Background: an optimization exercise with open tools, aiming at a short achievable clock period and few clock cycles. Do not read the settings as production practice.
The RTL was checked by simulation tests, not by an equivalence proof against the original design.

==> inputs of build 56 <==
==> flow/design.v <==
module adder (
    output [31:0] out,
    input  [31:0] a,
    input  [31:0] b
);
    assign {out} = a + b;
endmodule
module alu (
    output reg [31:0] out,
    output zero,
    input [31:0] a,
    input [31:0] b,
    input [1:0] control_bus,
    input [5:0] funct,
    input [4:0] shamt
);
    assign zero = out == 0;
    always @(control_bus, a, b, funct, shamt)
        case (control_bus)
            2'b00: out = a + b;
            2'b01: out = a - b;
            2'b10:
            case (funct)
                32: out = a + b;
                34: out = a - b;
                36: out = a & b;
                39: out = a | ~b;
                37: out = a | b;
                0: out = a << shamt;
                default: out = 0;
            endcase
            default: out = 0;
        endcase
endmodule
module control (
    output reg [9:0] control_bus,
    input [31:26] op
);
    always @(op)
        case (op)
            35:     control_bus = 10'b01111_00000;
            43:     control_bus = 10'b01000_10000;
            0:      control_bus = 10'b10010_00100;
            8:   control_bus = 10'b01010_00000;
            4:    control_bus = 10'b00000_01010;
            2:      control_bus = 10'b00000_00001;
            default: control_bus = 10'b00000_00000;
        endcase
endmodule
module lsl2 (
    output [M:1] out,
    input  [N:1] in
);
    parameter integer N = 16, M = 18;
    assign out = in << 2;
endmodule
module pc (
    output reg [31:0] pc_out,
    input rst,
    clk,
    input [31:0] pc_in
);
    always @(posedge clk or negedge rst)
        if (!rst) pc_out <= 0;
        else pc_out <= pc_in;
endmodule
module rf #(
    parameter int SP_INITIAL = 24
) (
    output [31:0] reg1_data,
    output [31:0] reg2_data,
    input [4:0] read_reg1,
    input [4:0] read_reg2,
    input [4:0] write_reg,
    input [31:0] write_data,
    input write,
    input rst,
    input clk
);
    reg [31:0] data[1:31];
    assign reg1_data = read_reg1 == 0 ? 0 : data[read_reg1];
    assign reg2_data = read_reg2 == 0 ? 0 : data[read_reg2];
    integer i;
    always @(posedge clk or negedge rst)
        if (!rst) begin
            for (i = 1; i < 29; i = i + 1) data[i] <= 0;
            data[29] <= SP_INITIAL;
            data[30] <= 0;
            data[31] <= 0;
        end else if (write) data[write_reg] <= write_data;
endmodule
module signextend (
    output [31:0] out,
    input  [15:0] in
);
    assign out = in[15] == 1 ? {{16{1'b1}}, in} : {{16{1'b0}}, in};
endmodule
module mips_core #(
    parameter integer SP_INITIAL = 24
) (
    output [31:0] i_memory_address,
    output [31:0] d_memory_address,
    output [31:0] d_memory_write_data,
    output d_memory_write,
    input [31:0] i_memory_data,
    input [31:0] d_memory_data,
    input rst,
    input clk
);
    localparam [2:0] ALU_ADD = 3'd0, ALU_SUB = 3'd1, ALU_AND = 3'd2, ALU_OR = 3'd3,
                     ALU_ORN = 3'd4, ALU_SLL = 3'd5, ALU_ZERO = 3'd6;
    reg  [31:2] pc_f;
    reg         valid_d;
    reg  [31:0] ir_d;
    reg  [31:2] pc4_d;
    reg         pred_d;
    reg  [ 4:0] wreg_e;
    reg         lw_e, sw_e, beq_e, pred_e;
    reg  [ 2:0] aluop_e;
    reg  [ 4:0] shamt_e;
    reg  [31:0] a_e, b_e, sd_e;
    reg  [31:2] alt_e;
    reg  [ 4:0] wreg_m;
    reg         lw_m, we_m;
    reg  [31:0] res_m, wd_m;
    reg  [31:0] rf[1:31];
    reg  [31:0] alu_e;
    always @(*)
        case (aluop_e)
            ALU_ADD: alu_e = a_e + b_e;
            ALU_SUB: alu_e = a_e - b_e;
            ALU_AND: alu_e = a_e & b_e;
            ALU_OR:  alu_e = a_e | b_e;
            ALU_ORN: alu_e = a_e | ~b_e;
            ALU_SLL: alu_e = a_e << shamt_e;
            default: alu_e = 32'd0;
        endcase
    wire        eq_e = a_e == b_e;
    wire        redirect = beq_e & (eq_e != pred_e);
    assign d_memory_address    = res_m;
    assign d_memory_write_data = wd_m;
    assign d_memory_write      = we_m;
    wire [31:0] wb_m = lw_m ? d_memory_data : res_m;
    wire [ 5:0] op_d = ir_d[31:26];
    wire [ 4:0] rs_d = ir_d[25:21];
    wire [ 4:0] rt_d = ir_d[20:16];
    wire [ 4:0] rd_d = ir_d[15:11];
    wire [ 5:0] fn_d = ir_d[5:0];
    wire [31:0] sext_d = {{16{ir_d[15]}}, ir_d[15:0]};
    wire        r_d    = op_d == 6'd0;
    wire        addi_d = op_d == 6'd8;
    wire        lw_d   = op_d == 6'd35;
    wire        sw_d   = op_d == 6'd43;
    wire        beq_d  = op_d == 6'd4;
    wire        imm_d  = addi_d | lw_d | sw_d;
    wire        use_rs = r_d | imm_d | beq_d;
    wire        use_rt = r_d | sw_d | beq_d;
    wire [ 4:0] wreg_d = !valid_d ? 5'd0 : r_d ? rd_d : (addi_d | lw_d) ? rt_d : 5'd0;
    reg  [ 2:0] aluop_d;
    always @(*)
        if (!r_d) aluop_d = ALU_ADD;
        else
            case (fn_d)
                6'd32:   aluop_d = ALU_ADD;
                6'd34:   aluop_d = ALU_SUB;
                6'd36:   aluop_d = ALU_AND;
                6'd37:   aluop_d = ALU_OR;
                6'd39:   aluop_d = ALU_ORN;
                6'd0:    aluop_d = ALU_SLL;
                default: aluop_d = ALU_ZERO;
            endcase
    wire [31:0] rf_rs = rs_d == 5'd0 ? 32'd0 : rf[rs_d];
    wire [31:0] rf_rt = rt_d == 5'd0 ? 32'd0 : rf[rt_d];
    wire        rs_hit_e = rs_d != 5'd0 && rs_d == wreg_e;
    wire        rt_hit_e = rt_d != 5'd0 && rt_d == wreg_e;
    wire        rs_hit_m = rs_d != 5'd0 && rs_d == wreg_m;
    wire        rt_hit_m = rt_d != 5'd0 && rt_d == wreg_m;
    wire [31:0] fwd_rs = rs_hit_e ? alu_e : rs_hit_m ? wb_m : rf_rs;
    wire [31:0] fwd_rt = rt_hit_e ? alu_e : rt_hit_m ? wb_m : rf_rt;
    wire        stall = valid_d & lw_e & ((use_rs & rs_hit_e) | (use_rt & rt_hit_e));
    wire        issue = valid_d & !stall & !redirect;
    wire [31:2] btarget_d = pc4_d + sext_d[29:0];
    wire [31:0] insn_f = i_memory_data;
    wire [31:2] pc4_f = pc_f + 30'd1;
    wire        j_f = insn_f[31:26] == 6'd2;
    wire        short_f = insn_f[15:8] == 8'h00 || insn_f[15:8] == 8'hFF;
    wire        pred_f = insn_f[31:26] == 6'd4 && short_f &&
                         (insn_f[25:21] == insn_f[20:16] || insn_f[15]);
    wire [ 8:0] blo_f = {1'b0, pc4_f[9:2]} + {1'b0, insn_f[7:0]};
    wire [31:10] bhi0 = pc4_f[31:10];
    wire [31:10] bhip = pc4_f[31:10] + 22'd1;
    wire [31:10] bhim = pc4_f[31:10] - 22'd1;
    wire [31:10] bhi_f = (insn_f[15] == blo_f[8]) ? bhi0 : blo_f[8] ? bhip : bhim;
    wire [31:2] btarget_f = {bhi_f, blo_f[7:0]};
    wire [31:2] jtarget_f = {pc4_f[31:28], insn_f[25:0]};
    assign i_memory_address = {pc_f, 2'b00};
    always @(posedge clk or negedge rst)
        if (!rst) begin
            pc_f <= 30'd0;
        end else if (redirect) pc_f <= alt_e;
        else if (!stall) pc_f <= j_f ? jtarget_f : pred_f ? btarget_f : pc4_f;
    always @(posedge clk or negedge rst)
        if (!rst) begin
            valid_d <= 1'b0;
            ir_d <= 32'd0;
            pc4_d <= 30'd0;
            pred_d <= 1'b0;
        end else if (redirect) valid_d <= 1'b0;
        else if (!stall) begin
            valid_d <= 1'b1;
            ir_d <= insn_f;
            pc4_d <= pc4_f;
            pred_d <= pred_f;
        end
    always @(posedge clk or negedge rst)
        if (!rst) begin
            wreg_e <= 5'd0;
            lw_e <= 1'b0;
            sw_e <= 1'b0;
            beq_e <= 1'b0;
            pred_e <= 1'b0;
            aluop_e <= ALU_ADD;
            shamt_e <= 5'd0;
            a_e <= 32'd0;
            b_e <= 32'd0;
            sd_e <= 32'd0;
            alt_e <= 30'd0;
        end else begin
            wreg_e <= issue ? wreg_d : 5'd0;
            lw_e <= issue & lw_d;
            sw_e <= issue & sw_d;
            beq_e <= issue & beq_d;
            pred_e <= pred_d;
            aluop_e <= aluop_d;
            shamt_e <= ir_d[10:6];
            a_e <= fwd_rs;
            b_e <= imm_d ? sext_d : fwd_rt;
            sd_e <= fwd_rt;
            alt_e <= pred_d ? pc4_d : btarget_d;
        end
    always @(posedge clk or negedge rst)
        if (!rst) begin
            wreg_m <= 5'd0;
            lw_m <= 1'b0;
            we_m <= 1'b0;
            res_m <= 32'd0;
            wd_m <= 32'd0;
        end else begin
            wreg_m <= wreg_e;
            lw_m <= lw_e;
            we_m <= sw_e;
            res_m <= alu_e;
            wd_m <= sd_e;
        end
    integer i;
    always @(posedge clk or negedge rst)
        if (!rst) begin
            for (i = 1; i < 32; i = i + 1) rf[i] <= (i == 29) ? SP_INITIAL : 32'd0;
        end else if (wreg_m != 5'd0) rf[wreg_m] <= wb_m;
endmodule
==> flow/run.sh <==
#!/bin/bash
# synth_recipe.tcl (not shown) runs the flow's synth.tcl, then flattens the netlist and writes it again
# the make line also repeats each setting of config.mk as NAME=value (left out here)
make -C /OpenROAD-flow-scripts/flow DESIGN_CONFIG=/design/flow/config.mk WORK_HOME=/design/flow/orfs CLKGATE_MAP_FILE= SYNTH_SCRIPT=/design/flow/synth_recipe.tcl finish
==> flow/config.mk <==
export PLATFORM = sky130hd
export DESIGN_NAME = mips_core
export DESIGN_NICKNAME = mips_core
export VERILOG_FILES = /design/flow/design.v
export SDC_FILE = /design/flow/constraint.sdc
export NUM_CORES = 4
export LEC_CHECK = 0
export CAP_MARGIN = 20
export CORE_MARGIN = 2
export CORE_UTILIZATION = 40
export SETUP_SLACK_MARGIN = 0.2
export SLEW_MARGIN = 20
==> flow/constraint.sdc <==
create_clock -name core_clock -period 12.0 [get_ports {clk}]
set_input_delay 2.4000 -clock core_clock [delete_from_list [all_inputs] [get_ports {clk}]]
set_output_delay 2.4000 -clock core_clock [all_outputs]
set_load 0.01 [all_outputs]
==> trial 1 (differences from build 56) <==
==> flow/design.v, changed modules only <==
module mips_core #(
    parameter integer SP_INITIAL = 24
) (
    output [31:0] i_memory_address,
    output [31:0] d_memory_address,
    output [31:0] d_memory_write_data,
    output d_memory_write,
    input [31:0] i_memory_data,
    input [31:0] d_memory_data,
    input rst,
    input clk
);
    localparam [2:0] ALU_ADD = 3'd0, ALU_SUB = 3'd1, ALU_AND = 3'd2, ALU_OR = 3'd3,
                     ALU_ORN = 3'd4, ALU_SLL = 3'd5, ALU_ZERO = 3'd6;
    reg  [31:2] pc_f;
    reg         valid_d;
    reg  [31:0] ir_d;
    reg  [31:2] pc4_d;
    reg         pred_d;
    reg  [ 5:0] idx_d;
    reg  [ 4:0] wreg_e;
    reg         lw_e, sw_e, beq_e, pred_e;
    reg  [ 2:0] aluop_e;
    reg  [ 4:0] shamt_e;
    reg  [31:0] a_e, b_e, sd_e;
    reg  [31:2] alt_e;
    reg  [ 5:0] idx_e;
    reg  [ 1:0] bht[0:63];
    reg  [ 4:0] wreg_m;
    reg         lw_m, we_m;
    reg  [31:0] res_m, wd_m;
    reg  [31:0] rf[1:31];
    reg  [31:0] alu_e;
    always @(*)
        case (aluop_e)
            ALU_ADD: alu_e = a_e + b_e;
            ALU_SUB: alu_e = a_e - b_e;
            ALU_AND: alu_e = a_e & b_e;
            ALU_OR:  alu_e = a_e | b_e;
            ALU_ORN: alu_e = a_e | ~b_e;
            ALU_SLL: alu_e = a_e << shamt_e;
            default: alu_e = 32'd0;
        endcase
    wire        eq_e = a_e == b_e;
    wire        redirect = beq_e & (eq_e != pred_e);
    assign d_memory_address    = res_m;
    assign d_memory_write_data = wd_m;
    assign d_memory_write      = we_m;
    wire [31:0] wb_m = lw_m ? d_memory_data : res_m;
    wire [ 5:0] op_d = ir_d[31:26];
    wire [ 4:0] rs_d = ir_d[25:21];
    wire [ 4:0] rt_d = ir_d[20:16];
    wire [ 4:0] rd_d = ir_d[15:11];
    wire [ 5:0] fn_d = ir_d[5:0];
    wire [31:0] sext_d = {{16{ir_d[15]}}, ir_d[15:0]};
    wire        r_d    = op_d == 6'd0;
    wire        addi_d = op_d == 6'd8;
    wire        lw_d   = op_d == 6'd35;
    wire        sw_d   = op_d == 6'd43;
    wire        beq_d  = op_d == 6'd4;
    wire        imm_d  = addi_d | lw_d | sw_d;
    wire        use_rs = r_d | imm_d | beq_d;
    wire        use_rt = r_d | sw_d | beq_d;
    wire [ 4:0] wreg_d = !valid_d ? 5'd0 : r_d ? rd_d : (addi_d | lw_d) ? rt_d : 5'd0;
    reg  [ 2:0] aluop_d;
    always @(*)
        if (!r_d) aluop_d = ALU_ADD;
        else
            case (fn_d)
                6'd32:   aluop_d = ALU_ADD;
                6'd34:   aluop_d = ALU_SUB;
                6'd36:   aluop_d = ALU_AND;
                6'd37:   aluop_d = ALU_OR;
                6'd39:   aluop_d = ALU_ORN;
                6'd0:    aluop_d = ALU_SLL;
                default: aluop_d = ALU_ZERO;
            endcase
    wire [31:0] rf_rs = rs_d == 5'd0 ? 32'd0 : rf[rs_d];
    wire [31:0] rf_rt = rt_d == 5'd0 ? 32'd0 : rf[rt_d];
    wire        rs_hit_e = rs_d != 5'd0 && rs_d == wreg_e;
    wire        rt_hit_e = rt_d != 5'd0 && rt_d == wreg_e;
    wire        rs_hit_m = rs_d != 5'd0 && rs_d == wreg_m;
    wire        rt_hit_m = rt_d != 5'd0 && rt_d == wreg_m;
    wire [31:0] fwd_rs = rs_hit_e ? alu_e : rs_hit_m ? wb_m : rf_rs;
    wire [31:0] fwd_rt = rt_hit_e ? alu_e : rt_hit_m ? wb_m : rf_rt;
    wire        stall = valid_d & lw_e & ((use_rs & rs_hit_e) | (use_rt & rt_hit_e));
    wire        issue = valid_d & !stall & !redirect;
    wire [31:2] btarget_d = pc4_d + sext_d[29:0];
    wire [31:2] pc4_f = pc_f + 30'd1;
    wire [31:10] bhip, bhim;
    wire [31:2] next_pc;
    assign i_memory_address = {pc_f, 2'b00};
    wire        use_f = !redirect & !stall;
    wire [31:2] early_pc = redirect ? alt_e : stall ? pc_f : pc4_f;
    pc_incdec u_incdec (
        .hi  (pc4_f[31:10]),
        .hip (bhip),
        .him (bhim)
    );
    fetch_next u_next (
        .insn    (i_memory_data),
        .use_f   (use_f),
        .pc4     (pc4_f),
        .hip     (bhip),
        .him     (bhim),
        .early_pc(early_pc),
        .hist    (bht[pc_f[7:2]][1]),
        .pred    (pred_f),
        .next_pc (next_pc)
    );
    wire pred_f;
    wire [31:0] insn_f = i_memory_data;
    always @(posedge clk or negedge rst)
        if (!rst) begin
            pc_f <= 30'd0;
        end else pc_f <= next_pc;
    always @(posedge clk or negedge rst)
        if (!rst) begin
            valid_d <= 1'b0;
            ir_d <= 32'd0;
            pc4_d <= 30'd0;
            pred_d <= 1'b0;
            idx_d <= 6'd0;
        end else if (redirect) valid_d <= 1'b0;
        else if (!stall) begin
            valid_d <= 1'b1;
            ir_d <= insn_f;
            pc4_d <= pc4_f;
            pred_d <= pred_f;
            idx_d <= pc_f[7:2];
        end
    always @(posedge clk or negedge rst)
        if (!rst) begin
            wreg_e <= 5'd0;
            lw_e <= 1'b0;
            sw_e <= 1'b0;
            beq_e <= 1'b0;
            pred_e <= 1'b0;
            aluop_e <= ALU_ADD;
            shamt_e <= 5'd0;
            a_e <= 32'd0;
            b_e <= 32'd0;
            sd_e <= 32'd0;
            alt_e <= 30'd0;
            idx_e <= 6'd0;
        end else begin
            wreg_e <= issue ? wreg_d : 5'd0;
            lw_e <= issue & lw_d;
            sw_e <= issue & sw_d;
            beq_e <= issue & beq_d;
            pred_e <= pred_d;
            aluop_e <= aluop_d;
            shamt_e <= ir_d[10:6];
            a_e <= fwd_rs;
            b_e <= imm_d ? sext_d : fwd_rt;
            sd_e <= fwd_rt;
            alt_e <= pred_d ? pc4_d : btarget_d;
            idx_e <= idx_d;
        end
    always @(posedge clk or negedge rst)
        if (!rst) begin
            wreg_m <= 5'd0;
            lw_m <= 1'b0;
            we_m <= 1'b0;
            res_m <= 32'd0;
            wd_m <= 32'd0;
        end else begin
            wreg_m <= wreg_e;
            lw_m <= lw_e;
            we_m <= sw_e;
            res_m <= alu_e;
            wd_m <= sd_e;
        end
    integer i;
    always @(posedge clk or negedge rst)
        if (!rst) begin
            for (i = 0; i < 64; i = i + 1) bht[i] <= 2'b01;
        end else if (beq_e) begin
            if (eq_e && bht[idx_e] != 2'b11) bht[idx_e] <= bht[idx_e] + 2'd1;
            else if (!eq_e && bht[idx_e] != 2'b00) bht[idx_e] <= bht[idx_e] - 2'd1;
        end
    always @(posedge clk or negedge rst)
        if (!rst) begin
            for (i = 1; i < 32; i = i + 1) rf[i] <= (i == 29) ? SP_INITIAL : 32'd0;
        end else if (wreg_m != 5'd0) rf[wreg_m] <= wb_m;
endmodule
module pc_incdec (
    input  [21:0] hi,
    output [21:0] hip,
    output [21:0] him
);
    assign hip = hi + 22'd1;
    assign him = hi - 22'd1;
endmodule
module fetch_next (
    input  [31:0] insn,
    input         use_f,
    input  [31:2] pc4,
    input  [31:10] hip,
    input  [31:10] him,
    input  [31:2] early_pc,
    input         hist,
    output        pred,
    output [31:2] next_pc
);
    wire        j = insn[31:26] == 6'd2;
    wire        short_off = insn[15:8] == 8'h00 || insn[15:8] == 8'hFF;
    assign pred = insn[31:26] == 6'd4 && short_off &&
                  (insn[25:21] == insn[20:16] || insn[15] || hist);
    wire [ 8:0] blo = {1'b0, pc4[9:2]} + {1'b0, insn[7:0]};
    wire [31:10] bhi = (insn[15] == blo[8]) ? pc4[31:10] : blo[8] ? hip : him;
    wire [31:2] btarget = {bhi, blo[7:0]};
    wire [31:2] jtarget = {pc4[31:28], insn[25:0]};
    assign next_pc = (use_f & j) ? jtarget : (use_f & pred) ? btarget : early_pc;
endmodule
==> flow/flow/run.sh (new file) <==
#!/bin/bash
set -euo pipefail
bash standard.sh SETUP_SLACK_MARGIN=8.5 finish > flow_make.log 2>&1
==> flow/standard.sh (new file) <==
#!/bin/bash
# synth_recipe.tcl (not shown) runs the flow's synth.tcl, then flattens the netlist and writes it again
# the make line also repeats each setting of config.mk as NAME=value (left out here)
make -C /OpenROAD-flow-scripts/flow DESIGN_CONFIG=/design/flow/config.mk WORK_HOME=/design/flow/orfs CLKGATE_MAP_FILE= SYNTH_SCRIPT=/design/flow/synth_recipe.tcl "${@:-finish}"
--- a/flow/config.mk
+++ b/flow/config.mk
@@ -11,2 +11,3 @@
 export SETUP_SLACK_MARGIN = 0.2
 export SLEW_MARGIN = 20
+export SYNTH_HIERARCHICAL = 1
removed: flow/run.sh
==> summary.txt <==
quantity                                                         build 56                 trial 1
WP data required                                                 12.74 ns                 9.60 ns
Element type at the critical path start                         input pin                register
Share of cell area taken by multi-input logic gates                 43.2%                   43.6%
Timing endpoint of the critical path                 pc_f[31]$_DFFE_PN0P_     i_memory_address[6]
Post-synth top area share                                           47.6%                   44.8%
Startpoint of the tightest hold check path              sd_e[0]$_DFF_PN0_      sd_e[17]$_DFF_PN0_
Worst-case hold path end point                          wd_m[0]$_DFF_PN0_      wd_m[17]$_DFF_PN0_
Number of non-clock buffers in the layout                             365                     890
Xor and xnor area share after synthesis                             1.34%                   1.72%
Comb_multi_in                                                        5467                    6112
Post-CTS sizing                                                         0                    1221
Worst flop-to-flop path endpoint                     pc_f[31]$_DFFE_PN0P_  bht[54][0]$_DFFE_PN1P_
Run status                               no timing/DRC/antenna violations  no timing/DRC/antenna violations
Post-CTS Setup Repair Bufs                                              0                     232
Met3 usage                                                          13.2%                   16.2%
Testbench counts of build 56, summed over its fixed seeds: cycles 82,064.
Testbench counts of trial 1, summed over its fixed seeds: cycles 80,578.

what the ideal ports hide:
Ports are ideal in the flow. The routed layouts listed here were re-timed in OpenROAD.
Step 1: set_driving_cell puts a clkbuf_16 on clk and a buf_2 on each other input, an assumption about the parent block.
Step 2, shift: input delay + t, output delay - t, t = (earliest + latest rising clock arrival at the registers) / 2. This alone moves slack from input paths to output paths.
Three values: no drivers, after step 1, after step 2; two values: the first two.
| run | t (ns) | slack for setup (ns) | clock arrival spread, ns | worst data-port slew with drivers (ns) | pins driven straight from the clock port |
|---|---|---|---|---|---|
| build 56 | 0.888 | 4.974 / 5.035 / 4.147 | 0.060 / 0.060 | 0.10 | 1 |
| trial 1 | 0.918 | 8.078 / 7.988 / 7.272 | 0.046 / 0.047 | 0.10 | 1 |
After both steps every run listed still meets setup and hold. The setup slack of build 56, which loses most, moves by +0.061 ns with the drivers and by -0.827 ns with both steps.
